This design comes from an exercise in tuning for small area and a short achievable clock period on the open sky130 flow, not from production work. Function was checked by simulation only, so behaviour that the tests miss may differ from the original.

**flow/run.sh**
```bash
#!/bin/bash
# synth_recipe.tcl (not shown) runs the flow's synth.tcl, then flattens the netlist and writes it again
# the make line also repeats each setting of config.mk as NAME=value (left out here)
make -C /OpenROAD-flow-scripts/flow DESIGN_CONFIG=/design/flow/config.mk WORK_HOME=/design/flow/orfs CLKGATE_MAP_FILE= SYNTH_SCRIPT=/design/flow/synth_recipe.tcl finish
```
**flow/config.mk**
```make
export PLATFORM = sky130hd
export DESIGN_NAME = tta16
export DESIGN_NICKNAME = tta16
export VERILOG_FILES = /design/flow/design.v
export SDC_FILE = /design/flow/constraint.sdc
export NUM_CORES = 4
export LEC_CHECK = 0
export CAP_MARGIN = 20
export CORE_MARGIN = 2
export CORE_UTILIZATION = 40
export PLACE_DENSITY = 0.6
export SLEW_MARGIN = 20
```
**flow/constraint.sdc**
```tcl
create_clock -name core_clock -period 8.0 [get_ports {cpu_clk_i}]
set_input_delay 1.6000 -clock core_clock [delete_from_list [all_inputs] [get_ports {cpu_clk_i}]]
set_output_delay 1.6000 -clock core_clock [all_outputs]
set_load 0.01 [all_outputs]
```
**flow/design.v**
```verilog
`timescale 1ns/100ps
module	mfsr10 (
		count_i,
		count_o
	);
	input	[9:0]	count_i;
	output	[9:0]	count_o;
	assign	count_o	= {count_i[8:1], count_i[0]^count_i[3], count_i[9]};
endmodule	 
`timescale 1ns/100ps
module fastbits #(
	parameter	WIDTH	= 16,
	parameter	MSB	= WIDTH - 1
) (
	input	[MSB:0]	a_i,
	input	[MSB:0]	b_i,
	input	[1:0]	m_i,
	output	[MSB:0]	b_no,
	output		z_o
);
wire	[WIDTH:0]	c;
assign	c[0]	= 1'b1;
assign	z_o	= c[WIDTH];
genvar	ii;
generate
for (ii=0; ii<WIDTH; ii=ii+1)
begin : FASTBITS
	single_bit SB (
		.a_i	(a_i[ii]),
		.b_i	(b_i[ii]),
		.c_i	(c[ii]),
		.m_i	(m_i),
		.b_no	(b_no[ii]),
		.c_o	(c[ii+1])
	);
end	 
endgenerate
endmodule	 
module single_bit (
	input		a_i,
	input		b_i,
	input		c_i,
	input	[1:0]	m_i,
	output		b_no,
	output		c_o
);
assign	b_no	= m_i[1] ? (m_i[0] ? ~(a_i ^ b_i) : ~(a_i | b_i)) :	 
			   (m_i[0] ? (a_i & b_i) : ~(a_i & b_i)) ;	 
assign	c_o	= b_no ? c_i : 1'b0 ;
endmodule	 
`timescale 1ns/100ps
module tta_stream4to4_sync #(
	parameter	WIDTH	= 18,
	parameter	MSB	= WIDTH - 1,
	parameter	ENCLR	= 1
) (
	input		clock_i,
	input		enable_i,
	input	[1:0]	src_i,
	input	[1:0]	dst_i,
	input	[MSB:0]	data0_i,
	input	[MSB:0]	data1_i,
	input	[MSB:0]	data2_i,
	input	[MSB:0]	data3_i,
	output	reg [3:0]	srcsels_o,
	output	reg [3:0]	dstsels_o,
	output	reg [1:0]	dstpack_o,
	output	reg [MSB:0]	data_o
);
always @(posedge clock_i)
	if (enable_i) begin
		case (src_i)
		0:	srcsels_o	<= 1;
		1:	srcsels_o	<= 2;
		2:	srcsels_o	<= 4;
		3:	srcsels_o	<= 8;
		endcase
		case (src_i)
		0:	data_o		<= data0_i;
		1:	data_o		<= data1_i;	
		2:	data_o		<= data2_i;
		3:	data_o		<= data3_i;
		endcase
		case (dst_i)
		0:	dstsels_o	<= 1;
		1:	dstsels_o	<= 2;
		2:	dstsels_o	<= 4;
		3:	dstsels_o	<= 8;
		endcase
		dstpack_o	<= dst_i;
	end else begin
		srcsels_o	<= ENCLR ? 0 : srcsels_o;
		dstsels_o	<= ENCLR ? 0 : dstsels_o;
		dstpack_o	<= ENCLR ? 0 : dstpack_o;
	end
endmodule	 
`timescale 1ns/100ps
module tta_stream4to8_sync #(
	parameter	WIDTH	= 18,
	parameter	MSB	= WIDTH - 1,
	parameter	ENCLR	= 1
) (
	input		clock_i,
	input		enable_i,
	input	[1:0]	src_i,
	input	[2:0]	dst_i,
	input	[MSB:0]	data0_i,
	input	[MSB:0]	data1_i,
	input	[MSB:0]	data2_i,
	input	[MSB:0]	data3_i,
	output	reg [3:0]	srcsels_o,
	output	reg [2:0]	dstpack_o,
	output	reg [7:0]	dstsels_o,
	output	reg [MSB:0]	data_o
);
always @(posedge clock_i)
	if (enable_i) begin
		case (src_i)
		0:	srcsels_o	<= 1;
		1:	srcsels_o	<= 2;
		2:	srcsels_o	<= 4;
		3:	srcsels_o	<= 8;
		endcase
		case (src_i)
		0:	data_o		<= data0_i;
		1:	data_o		<= data1_i;	
		2:	data_o		<= data2_i;
		3:	data_o		<= data3_i;
		endcase
		case (dst_i)
		0:	dstsels_o	<= 1;
		1:	dstsels_o	<= 2;
		2:	dstsels_o	<= 4;
		3:	dstsels_o	<= 8;
		4:	dstsels_o	<= 16;
		5:	dstsels_o	<= 32;
		6:	dstsels_o	<= 64;
		7:	dstsels_o	<= 128;
		endcase
		dstpack_o	<= dst_i;
	end else begin
		srcsels_o	<= ENCLR ? 0 : srcsels_o;
		dstsels_o	<= ENCLR ? 0 : dstsels_o;
		dstpack_o	<= ENCLR ? 0 : dstpack_o;
	end
endmodule	 
`timescale 1ns/100ps
module tta_stream8to8_sync #(
	parameter	WIDTH	= 18,
	parameter	MSB	= WIDTH - 1,
	parameter	ENCLR	= 1
) (
	input	clock_i,
	input	enable_i,
	input	[2:0]	src_i,
	input	[2:0]	dst_i,
	input	[MSB:0]	data0_i,
	input	[MSB:0]	data1_i,
	input	[MSB:0]	data2_i,
	input	[MSB:0]	data3_i,
	input	[MSB:0]	data4_i,
	input	[MSB:0]	data5_i,
	input	[MSB:0]	data6_i,
	input	[MSB:0]	data7_i,
	output	reg	[7:0]	srcsels_o,
	output	reg	[7:0]	dstsels_o,
	output	reg	[2:0]	dstpack_o,
	output	reg	[MSB:0]	data_o
);
always @(posedge clock_i)
	if (enable_i) begin
		case (src_i)
		0:	srcsels_o	<= 1;
		1:	srcsels_o	<= 2;
		2:	srcsels_o	<= 4;
		3:	srcsels_o	<= 8;
		4:	srcsels_o	<= 16;
		5:	srcsels_o	<= 32;
		6:	srcsels_o	<= 64;
		7:	srcsels_o	<= 128;
		endcase
		case (src_i)
		0:	data_o		<= data0_i;
		1:	data_o		<= data1_i;	
		2:	data_o		<= data2_i;
		3:	data_o		<= data3_i;
		4:	data_o		<= data4_i;
		5:	data_o		<= data5_i;	
		6:	data_o		<= data6_i;
		7:	data_o		<= data7_i;
		endcase
		case (dst_i)
		0:	dstsels_o	<= 1;
		1:	dstsels_o	<= 2;
		2:	dstsels_o	<= 4;
		3:	dstsels_o	<= 8;
		4:	dstsels_o	<= 16;
		5:	dstsels_o	<= 32;
		6:	dstsels_o	<= 64;
		7:	dstsels_o	<= 128;
		endcase
		dstpack_o	<= dst_i;
	end else begin
		srcsels_o	<= ENCLR ? 0 : srcsels_o;
		dstsels_o	<= ENCLR ? 0 : dstsels_o;
		dstpack_o	<= ENCLR ? 0 : dstpack_o;
	end
endmodule	 
`timescale 1ns/100ps
module tta16 #(
	parameter	PCINIT	= 1,
	parameter	HIGHZ	= 0,
	parameter	WIDTH	= 16,
	parameter	INSTR	= 36,
	parameter	ADDRESS	= 23,
	parameter	PCBITS	= 10,
	parameter	WBBITS	= WIDTH,	 
	parameter	ENABLES	= WBBITS / 8,
	parameter	SEGBITS	= ADDRESS - WIDTH,	 
	parameter	PSB	= PCBITS - 1,
	parameter	MSB	= WIDTH - 1,
	parameter	ISB	= INSTR - 1,
	parameter	ESB	= ENABLES - 1,
	parameter	ASB	= ADDRESS - 1,
	parameter	WSB	= WBBITS - 1,
	parameter	SSB	= SEGBITS - 1
) (
	input		cpu_clk_i,
	input		cpu_rst_i,
	output	reg		wb_cyc_o,
 	output	reg	[1:0]	wb_stb_o,
	output	reg		wb_we_o,
	input			wb_ack_i,
	input			wb_rty_i,
	input			wb_err_i,
	output		[2:0]	wb_cti_o,
	output		[1:0]	wb_bte_o,
	output		[ASB:0]	wb_adr_o,
	output		[ESB:0]	wb_sel_o,
	output		[WSB:0]	wb_dat_o,
	input		[ESB:0]	wb_sel_i,
	input		[WSB:0]	wb_dat_i,
	output			imem_en_o,
	output		[PSB:0]	imem_adr_o,
	input		[31:0]	imem_dat_i,
	output		[1:0]	imem_we_o,
	output		[PSB:0]	imem_wadr_o,
	output		[MSB:0]	imem_wdat_o
);	 
reg	mem_stl_n;
wire	mem_op;
wire	bra_inhibit;
wire	bram0_wr, bram1_wr;
wire	[31:0]	instr;
reg	[PSB:0]	iadr;	 
reg	[MSB:0]	rf[15:0];	 
reg	[MSB:0]	t_reg0, t_reg1;
reg	[PSB:0]	pc_prev;
wire	[PSB:0]	pc, pc_next;
wire	[MSB-PCBITS:0]	pc_pad	= 0;
assign	wb_cti_o	= 0;
assign	wb_bte_o	= 0;
assign	wb_sel_o	= {ENABLES{1'b1}};
assign	imem_en_o	= f_stall_n;
assign	imem_adr_o	= pc;
assign	imem_we_o	= {bram1_wr, bram0_wr};
assign	imem_wadr_o	= iadr;
assign	imem_wdat_o	= t_com;
wire	[1:0]	f_src_a, f_src_b, f_src_c, f_dst_c;
wire	[2:0]	f_dst_a, f_dst_b, f_com;
wire	[3:0]	f_reg0, f_reg1;
wire	[MSB:0]	f_immed, f_limm;
wire	[MSB:0]	t_data_a, t_data_b, t_data_c, t_com;
wire	[7:0]	t_sels_a, t_sels_b;
wire	[2:0]	t_pack_a, t_pack_b;
wire	[3:0]	t_sels_c;
wire	[1:0]	t_pack_c;
reg	x_zf;
reg	x_bf;
reg	[MSB:0]	x_diff, x_plo, x_phi, x_bits_n, x_mem;
assign	mem_op	= (f_dst_a == 3'b010 || f_dst_a == 3'b011);
reg	mem_op_r;
always @(posedge cpu_clk_i)
	mem_op_r	<= mem_op;
wire	f_stall_n	= mem_stl_n;
wire	t_stall_n	= mem_stl_n;
wire	x_stall_n	= mem_stl_n;
always @(posedge cpu_clk_i)
	if (cpu_rst_i)		mem_stl_n	<= 1;
	else if (wb_ack_i)	mem_stl_n	<= 1;
	else if (mem_op)	mem_stl_n	<= 0;
assign	instr	= imem_dat_i;
assign	f_src_a	= instr[31:30];				 
assign	f_dst_a	= instr[29:27];
assign	f_src_b	= instr[26:25];				 
assign	f_dst_b	= instr[24:22];
assign	f_src_c	= instr[21:20];				 
assign	f_dst_c	= instr[19:18];
assign	f_com	= instr[17:15];				 
assign	f_reg1	= instr[14:11];				 
assign	f_reg0	= {instr[14], instr[10:8]};		 
assign	f_immed	= {{(WIDTH-7){instr[7]}}, instr[6:0]};	 
assign	f_limm	= {{(WIDTH-10){instr[10]}}, instr[9:0]}; 
tta_stream4to8_sync #(
	.WIDTH		(WIDTH),
	.ENCLR		(1)
) DPA (
	.clock_i	(cpu_clk_i),
	.enable_i	(t_stall_n),
	.src_i		(f_src_a),
	.dst_i		(f_dst_a),
	.data0_i	(t_com),
	.data1_i	(f_limm),
	.data2_i	(t_reg0),	 
	.data3_i	(x_mem),
	.data_o		(t_data_a),
	.dstsels_o	(t_sels_a),
	.dstpack_o	(t_pack_a)
);
tta_stream4to8_sync #(
	.WIDTH		(WIDTH),
	.ENCLR		(0)
) DPB (
	.clock_i	(cpu_clk_i),
	.enable_i	(t_stall_n),
	.src_i		(f_src_b),
	.dst_i		(f_dst_b),
	.data0_i	(t_com),
	.data1_i	(f_immed),
	.data2_i	(t_reg0),	 
	.data3_i	(x_mem),
	.data_o		(t_data_b),
	.dstsels_o	(t_sels_b),
	.dstpack_o	(t_pack_b)
);
tta_stream4to4_sync #(
	.WIDTH		(WIDTH),
	.ENCLR		(0)
) DPC (
	.clock_i	(cpu_clk_i),
	.enable_i	(t_stall_n),
	.src_i		(f_src_c),
	.dst_i		(f_dst_c),
	.data0_i	(t_com),
	.data1_i	(x_diff),
	.data2_i	(t_reg1),
	.data3_i	({pc_pad, pc_next}),
	.data_o		(t_data_c),
	.dstsels_o	(t_sels_c),
	.dstpack_o	(t_pack_c)
);
tta_stream8to8_sync #(
	.WIDTH		(WIDTH),
	.ENCLR		(1)
) COM (
	.clock_i	(cpu_clk_i),
	.enable_i	(t_stall_n),
	.src_i		(f_com),
	.dst_i		(0),
	.data0_i	(t_com),
	.data1_i	(f_immed),
	.data2_i	(t_reg1),
	.data3_i	(x_mem),
	.data4_i	(x_diff),
	.data5_i	(~x_bits_n),
	.data6_i	(x_plo),
	.data7_i	(x_phi),
	.srcsels_o	(),
	.dstsels_o	(),
	.data_o		(t_com)
);
wire	jmp;
reg	t_bra;
assign	jmp = (f_dst_a == 3'b001)          ||
		 (f_dst_a == 3'b101 && !x_bf) ||
		 (f_dst_a == 3'b100 && x_bf)   ||
		 (f_dst_a == 3'b111 && !x_zf) ||
		 (f_dst_a == 3'b110 && x_zf);
assign	pc	= t_bra ? t_data_a[PSB:0] : pc_next;
assign	bra_inhibit	= t_bra;
always @(posedge cpu_clk_i)
	if (cpu_rst_i)
		t_bra	<= 0;
	else if (!t_stall_n)
		t_bra	<= t_bra;
	else if (bra_inhibit)
		t_bra	<= 0;
	else
		t_bra	<= jmp;
always @(posedge cpu_clk_i)
	if (cpu_rst_i)		pc_prev	<= PCINIT;
	else if (!t_stall_n)	pc_prev	<= pc_prev;
	else			pc_prev	<= pc;
mfsr10 PC_NEXT (
	.count_i	(pc_prev),
	.count_o	(pc_next)
);
wire	rf_wr	= (x_stall_n && t_sels_c[2'b01]);
always @(posedge cpu_clk_i)
	if (t_stall_n) begin
		t_reg0	<= rf[f_reg0];
		t_reg1	<= rf[f_reg1];
	end
always @(posedge cpu_clk_i)
	if (rf_wr)	rf[f_reg1]	<= t_data_c;
wire	[WIDTH:0]	sub	= {t_data_b, 1'b0};
wire	[WIDTH:0]	min	= {t_com, t_sels_b[3'b010] & x_bf};	 
reg	unused;
wire	sub_t	= x_stall_n && (t_sels_b[3'b001] || t_sels_b[3'b010]);
always @(posedge cpu_clk_i)
	if (cpu_rst_i)	x_bf	<= 0;
	else if (sub_t)	{x_bf, x_diff, unused}	<= min - sub;
wire	mult_t	= x_stall_n && t_sels_c[2'b10];
always @(posedge cpu_clk_i)
	if (mult_t)	{x_phi, x_plo}	<= t_data_c * t_com;
wire	[MSB:0]	bits_n;
wire	zf;
wire	bits_t	= x_stall_n && (t_sels_b[3'b011] || t_pack_b[2]);
always @(posedge cpu_clk_i)
	if (cpu_rst_i)
		x_zf	<= 1;
	else if (bits_t) begin
		x_bits_n	<= bits_n;
		x_zf		<= zf;
	end
fastbits #(WIDTH) BITS (
	.a_i	(t_data_b),
	.b_i	(t_com),
	.m_i	(t_pack_b[1:0]),
	.b_no	(bits_n),
	.z_o	(zf)
);
reg	[SSB:0]	rseg;	 
reg	[SSB:0]	wseg;	 
assign	bram0_wr	= (x_stall_n && t_sels_c[2'b11] && t_data_c[2:0] == 4);
assign	bram1_wr	= (x_stall_n && t_sels_c[2'b11] && t_data_c[2:0] == 5);
always @(posedge cpu_clk_i)
	if (cpu_rst_i)	{rseg, wseg, iadr}	<= 0;
	else if (t_sels_c[2'b11]) case (t_data_c[2:0])
		0:	rseg	<= t_com;
		1:	wseg	<= t_com;
		2:	iadr	<= t_com[PSB:0];
	endcase
reg	[ASB:0]	wb_adr;
reg	[WSB:0]	wb_dat;
wire	wb_rd, wb_wr;
assign	wb_adr_o	= wb_adr;
assign	wb_dat_o	= wb_dat;
assign	wb_rd	= t_sels_a[3'b010]; 
assign	wb_wr	= t_sels_a[3'b011]; 
always @(posedge cpu_clk_i)
	if (cpu_rst_i)
		{wb_we_o, wb_cyc_o, wb_stb_o}	<= 0;
	else if (wb_wr) begin
		wb_cyc_o	<= 1;
		wb_we_o		<= 1;
		wb_adr		<= {wseg, t_data_a};
		wb_dat		<= t_data_c;
		wb_stb_o	<= wseg[SSB] ? 2'b10 : 2'b01 ;
	end else if (wb_rd) begin
		wb_cyc_o	<= 1;
		wb_we_o		<= 0;
		wb_adr		<= {rseg, t_data_a};
		wb_stb_o	<= rseg[SSB] ? 2'b10 : 2'b01 ;
	end else if (wb_ack_i || wb_rty_i)
		{wb_we_o, wb_cyc_o, wb_stb_o}	<= 0;
always @(posedge cpu_clk_i)
	if (wb_ack_i)	x_mem	<= wb_dat_i;
endmodule	 
```
==> out/metrics.yaml, run 1 <==
sta:
  tightestPinTransition_ns: 1.17
  drv_slew: 0
  period_minus_slack_ns: 6.93
  totalNegativeSetupSlack_ns: 0
  fin_crit_sh_pct: 86.6
  timing.slew.headroom_pct: 21.9
  report.final.setup_viol: 0
  grt_setup_unrepaired: "no"
  final_hold_viol_count: 0
  skew_ns: 0.0564
  max_freq_ghz: 0.144
critical_path:
  critical_path.max_stage_delay_ns: 0.98
  cell_with_the_largest_stage_delay_on_the_worst_path: "edfxtp_1"
  path_cells: "nand2_1 > fa_1 > fa_1 > fa_1 > fa_1 > inv_1 > fa_1 > inv_1 > fa_1 > inv_1 > ha_1 > o21ai_0 > a2111oi_2 > o311ai_1 > a21oi_1 > o22ai_1 > xnor2_1"
  startpoint_type: "register"
  cp_max_fo: 16
  cp_data_arrival_time_ns: 7.24
  critPathMostFrequentCell: "fa_1"
  ff2ff_setup_slack_ns: 1.07
  timing.critical_path.required_ns: 8.31
  critPathKind: "register to register"
  critPathCaptureType: "register"
  worst-r2r-cell-count: 17
synth:
  synth.cell_area_um2: 32700
  synth_seq_cells: 524
  ys_top_cells_by_area: "edfxtp_1, mux4_2, fa_1, ha_1, inv_1"
  seq_area_frac_synth_pct: 46.8
  synth_enable_flop_cells: 480
  synth_area_per_cell_um2: 13.7
  synth_top_cell_area_share_pct: 44.1
  postSynthCellCount: 2382
  synth-warning-count: 6
  synth.largest_area_cell: "edfxtp_1"
  post_synth_num_cell_types: 67
  dominantRegCellSynth: "edfxtp_1"
  synthArstFlopShare_pct: 0
global_route:
  grt_pass1_wl_um: 138000
  grt_max_degree: 69
  number_of_global_route_vias_before_repair: 21400
  globalRouteTotalUtil_pct: 22.0
  overflow: 0
  initial_antenna_violation_count: 4
floorplan:
  floorplan.core_area_um2: 80800
  floorplan.initialDensity_pct: 40.5
  ios: 144
  die_area_um2: 84100
  row_count: 104
  die_x_um: 290
  die_height_um: 290
final_layout:
  synthToLayoutAreaGrowth_pct: 13.8
  final_util_pct: 46.1
  nets: 2891
  drive_gt1_share_pct: 17.4
  antennaDiodeCount: 0
clocking:
  cts_root_buf: "clkbuf_16"
  cts_hold_buf: 0
  cts_htree_levels: 2
  insertion_delay_ns: 0.64
  cts.reportedPaths.clkPinSlew_ns: 0.07
  cts_made_buffers: 55
  cts_tree: "built"
  post-cts-setup-buffer-count: 0
  post_cts_resized: 0
  cts.path.max_buffers: 3
  cts_num_sinks: 524
place:
  port-buffer-count: 133
  hpwl_after_detailed_placement_um: 64900
  gp_congestion: 0.883
drt:
  drt-pass1-iter-count: 5
  detail-route-antenna-nets: 0
  routedWlPerCell_um: 25.6
  detailroute.via_count: 20400
  detailed_router_s_first_iteration_violation_count: 1933
  detail_route.vias_per_cell: 5.68
  remaining_drc_errors: 0
  wl_um: 91900
job:
  timing.max_cap.violations: 0
worst_hold_path:
  hp-class: "register to register"
  worstHoldPathCells: 0
outcome:
  run_status: "timing/DRC/antenna clean"
[flip-flops by register name, summed over array words and instances, names as in the netlist, 2 cells and up]
register and cells:
x_diff 16, DPC.data_o 16, DPA.data_o 16, rseg 7, COM.data_o 16, rf 256
x_bits_n 16, x_phi 16, DPB.dstsels_o 3, wb_adr 23, x_plo 16, DPC.dstsels_o 3
iadr 10, x_mem 16, DPA.dstsels_o 2, wb_dat 16, t_reg0 16, t_reg1 16
wseg 7, wb_stb_o 2, DPB.data_o 16, DPB.dstpack_o 3, pc_prev 10
[layout make-up]
cell class / count / area [um2]
sequential: 524 / 15300
tap: 1060 / 1330
fill: 7050 / 43600
inverter: 315 / 1180
clock buffer: 71 / 1520
multi-input combinational: 1386 / 15600
timing repair buffer: 207 / 1850
clock inverter: 32 / 470
[cells in the final DEF (no fill, tap or decap), types with 7 or more instances in the layout]
master,count
mux2i_1,38
edfxtp_1,480
mux4_2,216
a21o_1,31
buf_2,7
nor2b_1,10
nor2_1,106
a211oi_1,28
ha_1,152
xnor2_1,28
nand3_1,10
xor2_1,13
inv_1,315
clkdlybuf4s50_1,124
nand2_1,180
clkbuf_1,10
clkbuf_16,57
nor2_2,7
buf_4,75
o21bai_1,8
conb_1,7
fa_1,195
mux2_2,26
dfxtp_1,43
o21ai_0,32
a21oi_1,83
bufinv_16,9
and2_1,120
[metrics by stage]
| step | cells | setup WS (ns) | cell area (um2) | hold slack, ns |
|---|---|---|---|---|
| after global placement | 3491 | 1.23 | 35200 | 0.412 |
| after global routing | 3595 | 0.806 | 37200 | 0.437 |
| after floorplan | 2387 | 1.94 | 32700 | 0.400 |
| final | 3595 | 1.07 | 37200 | 0.419 |
| after detailed placement | 3491 | 1.23 | 35200 | 0.405 |
| after CTS | 3594 | 1.12 | 37200 | 0.421 |
[routing by layer]
layer / vias up / track usage (%) / part of all wire (%)
li1: 8667 / - / -
met1: 10700 / 29.9 / 41
met2: 869 / 35.9 / 48
met3: 166 / 3.57 / 7.1
met4: 2 / 7.77 / 3.7
met5: - / 0 / 0.014
[synth_stat cells (all sizes together) (26+ instances only)]
library cell    n
clkbuf        109
nand2         180
mux2i          38
mux2           26
a21oi          85
ha            152
dfxtp          44
a211oi         28
edfxtp        480
nor2          113
xnor2          28
inv           315
a21o           31
and2          120
fa            195
mux4          216
buf            53
o21ai          33
[logic make-up (layout without fill, tap and decap cells)]
logic type	count (synthesis)	in the layout	synth area share, %
flip-flops	524	524	46.8
AND/OR/NAND/NOR	484	484	7.08
buffers and inverters	477	625	5.82
adder cells (fa/ha/maj)	347	347	17.7
multiplexers	280	280	16.9
AO/OA/AOI/OAI	227	227	4.55
XOR/XNOR	41	41	1.10
other	2	7	0.0230
[worst max-delay path, delay by kind of cell (launching register included)]
family,cells,cell delay (ns)
AO/OA/AOI/OAI,5,1.42
XOR/XNOR,1,0.47
adder cells (fa/ha/maj),7,3.38
buffers and inverters,3,0.14
flip-flops,1,0.98
AND/OR/NAND/NOR,1,0.18
[final timing paths]
check,startpoint,to
setup / recovery,DPC.data_o[9],x_phi[15]
setup reg to reg,DPC.data_o[9],x_phi[15]
hold reg to reg,DPA.data_o[15],wb_adr[15]
hold / removal,DPA.data_o[15],wb_adr[15]
==> run 2, diff against run 1 <==
--- a/flow/config.mk
+++ b/flow/config.mk
@@ -5,8 +5,10 @@
 export SDC_FILE = /design/flow/constraint.sdc
 export NUM_CORES = 4
 export LEC_CHECK = 0
+export ABC_CLOCK_PERIOD_IN_PS = 5000
 export CAP_MARGIN = 20
 export CORE_MARGIN = 2
 export CORE_UTILIZATION = 40
 export PLACE_DENSITY = 0.6
+export SETUP_SLACK_MARGIN = 2.5
 export SLEW_MARGIN = 20
==> run 2 against run 1 <==
Sequential share of layout area decreased by 1.4 points. Largest cell class unchanged.
==> out/metrics.yaml, run 2 <==
outcome:
  run_status: "timing/DRC/antenna clean"
critical_path:
  startpoint_type: "register"
  cell_with_the_largest_stage_delay_on_the_worst_path: "fa_2"
  critPathMostFrequentCell: "fa_1"
  critPathKind: "register to register"
  timing.critical_path.required_ns: 8.40
  critical_path.reg2reg.startpoint: "DPC.data_o[6]"
  cp_max_fo: 5
  ff2ff_setup_slack_ns: 2.00
  path_cells: "buf_12 > buf_4 > and2_4 > fa_1 > inv_2 > fa_2 > fa_1 > inv_1 > fa_1 > fa_1 > inv_1 > fa_1 > inv_2 > ha_4 > nand2_4 > or3b_4 > nand3_4 > o21ai_4 > o31a_1 > o31ai_2 > xor2_1"
  critical_path.max_stage_delay_ns: 0.53
  worst-r2r-cell-count: 21
  critPathCaptureType: "register"
  crit-reg2reg-capture: "x_phi[14]"
  cp_data_arrival_time_ns: 6.40
  path_delay_family: "adder cells"
  path_buf_inv: 6
final_layout:
  nets: 2980
  layout_commonest_cell: "edfxtp_1"
  final_util_pct: 47.7
  layoutNonFillerInstCount: 3685
  drive_gt1_share_pct: 22.6
  layout_common_cells: "edfxtp_1, inv_1, mux4_2"
  antennaDiodeCount: 0
  largest-register: "rf"
  synthToLayoutAreaGrowth_pct: 17.8
  biggestRegsByFlops: "rf (256), wb_adr (23)"
  filler_cell_count: 6911
  largest_register_ffs: 256
sta:
  period_minus_slack_ns: 6.00
  skew_ns: 0.0595
  max_freq_ghz: 0.167
  fin_crit_sh_pct: 75.0
  timing.hold.ws_ns: 0.430
  drv_slew: 0
  grt_setup_unrepaired: "yes"
  tightestPinTransition_ns: 1.16
  report.final.setup_viol: 0
  totalNegativeSetupSlack_ns: 0
  final_hold_viol_count: 0
  timing.slew.headroom_pct: 22.8
drt:
  wl_um: 97000
  drt-pass1-iter-count: 7
  detailroute.via_count: 21100
  routedWlPerCell_um: 26.3
  detailed_router_s_first_iteration_violation_count: 1888
  detail-route-antenna-nets: 0
  remaining_drc_errors: 0
  detail_route.vias_per_cell: 5.72
clocking:
  cts_made_buffers: 55
  cts.reportedPaths.clkPinSlew_ns: 0.06
  cts_num_sinks: 524
  cts.path.max_buffers: 3
  insertion_delay_ns: 0.65
  cts_root_buf: "clkbuf_16"
  cts_htree_levels: 2
  cts_hold_buf: 0
  cts_tree: "built"
synth:
  synth_top_cell_area_share_pct: 44.1
  post_synth_num_cell_types: 67
  postSynthCellCount: 2382
  post-synth-top-count-cell: "edfxtp_1"
  synth.cell_area_um2: 32700
  synth.largest_area_cell: "edfxtp_1"
  synth_seq_cells: 524
  ys_top_cells_by_area: "edfxtp_1, mux4_2, fa_1, ha_1, inv_1"
  dominantRegCellSynth: "edfxtp_1"
  seq_area_frac_synth_pct: 46.8
  synth-warning-count: 6
  synth_area_per_cell_um2: 13.7
  synth_enable_flop_cells: 480
  synthArstFlopShare_pct: 0
  synth_top_cells_by_count: "edfxtp_1, inv_1, mux4_2"
worst_hold_path:
  holdCritStartpoint: "DPA.data_o[10]"
  worstHoldPathCells: 0
  hp-class: "register to register"
  min_delay_worst_endpoint: "wb_adr[10]"
place:
  number_of_placed_instances_with_taps_included: 3488
  port-buffer-count: 133
  gp_congestion: 0.866
  hpwl_after_detailed_placement_um: 65200
floorplan:
  floorplan.initialDensity_pct: 40.5
  ios: 144
  die_x_um: 290
  die_height_um: 290
  row_count: 104
  floorplan.core_area_um2: 80800
  die_area_um2: 84100
global_route:
  globalRouteTotalUtil_pct: 23.2
  overflow: 0
  grt_pass1_wl_um: 145000
  grt_max_degree: 66
  initial_antenna_violation_count: 6
  number_of_global_route_vias_before_repair: 22000
job:
  timing.max_cap.violations: 0
==> run 2: per-layer routing <==
metal	part of all wire, %	routed length (um)	GRT usage, %
met1	40	39000	31.4
met2	48	46400	37.8
met3	7.6	7380	3.65
met4	4.4	4230	9.17
met5	0.016	16	0
==> run 2: worst max-delay path by stage <==
stage | slack, ns | start | cells after the start | to
floorplan | 2.25 | DPC.data_o[14] | 20 | x_phi[13]
global placement | 1.45 | DPC.data_o[11] | 19 | x_phi[10]
global route | 1.85 | DPC.data_o[7] | 20 | x_phi[14]
finish | 2.00 | DPC.data_o[6] | 21 | x_phi[14]
detailed placement | 1.37 | DPC.data_o[11] | 18 | x_phi[10]
CTS | 2.01 | DPC.data_o[7] | 19 | x_phi[14]
==> run 2: final cells by class <==
class	instances	area [um2]	share of cell area, %
timing repair buffer	296	2850	7.40
clock inverter	33	379	0.984
inverter	315	1180	3.07
clock buffer	71	1470	3.80
sequential	524	15300	39.7
tap	1060	1330	3.44
multi-input combinational	1386	16000	41.6
==> run 2: kinds of logic (layout without fill, tap and decap cells) <==
logic type	count (synthesis)	after routing	synth area share [%]
flops	524	524	46.8
simple gates	484	484	7.08
buf+inv	477	715	5.82
fa+ha+maj	347	347	17.7
mux	280	280	16.9
compound gates	227	227	4.55
xor+xnor	41	41	1.10
other cells	2	7	0.0230
==> run 2: worst register-to-register path: stages, from the launching register on <==
cell and delay (ns):
edfxtp_1 0.44, buf_12 0.18, buf_4 0.17, and2_4 0.15, fa_1 0.49, inv_2 0.05
fa_2 0.53, fa_1 0.40, inv_1 0.08, fa_1 0.44, fa_1 0.50, inv_1 0.05
fa_1 0.49, inv_2 0.05, ha_4 0.29, nand2_4 0.07, or3b_4 0.41, nand3_4 0.11
o21ai_4 0.09, o31a_1 0.32, o31ai_2 0.20, xor2_1 0.27
==> run 2: repair_timing <==
action | in CTS | in global routing
cloned | 2 | 1
gates resized for setup | 58 | 16
setup buffers | 84 | 5
setup endpoints to repair | 22 | 19
pin swaps | 21 | 5
==> run 2: metrics by stage <==
stage               area (um2)  worst slack [ns]
floorplan                33100              2.25
global placement         35400              1.45
detailed placement       35400              1.37
CTS                      38400              2.01
global route             38500              1.85
finish                   38500              2.00

[static timing again, ports no longer ideal]
No port has a modelled driver above. Below, the same layouts with a new extraction and two added sets of constraints.
Step 1 assumes that a clkbuf_16 drives the clock port and a buf_2 every other input.
Step 2, shift: input delay + t, output delay - t, t = (earliest + latest rising clock arrival at the registers) / 2. This alone moves slack from input paths to output paths.
Slacks: no drivers / after step 1 / after step 2; pairs: no drivers / after step 1.
run	shift t [ns]	slack for setup (ns)	worst setup path at the end	worst slew at a driven data input, ns
run 1	0.675	1.075 / 1.075 / 1.075	register to register	0.09
run 2	0.680	2.002 / 2.002 / 2.002	register to register	0.09
After both steps setup and hold are still met in every run listed.
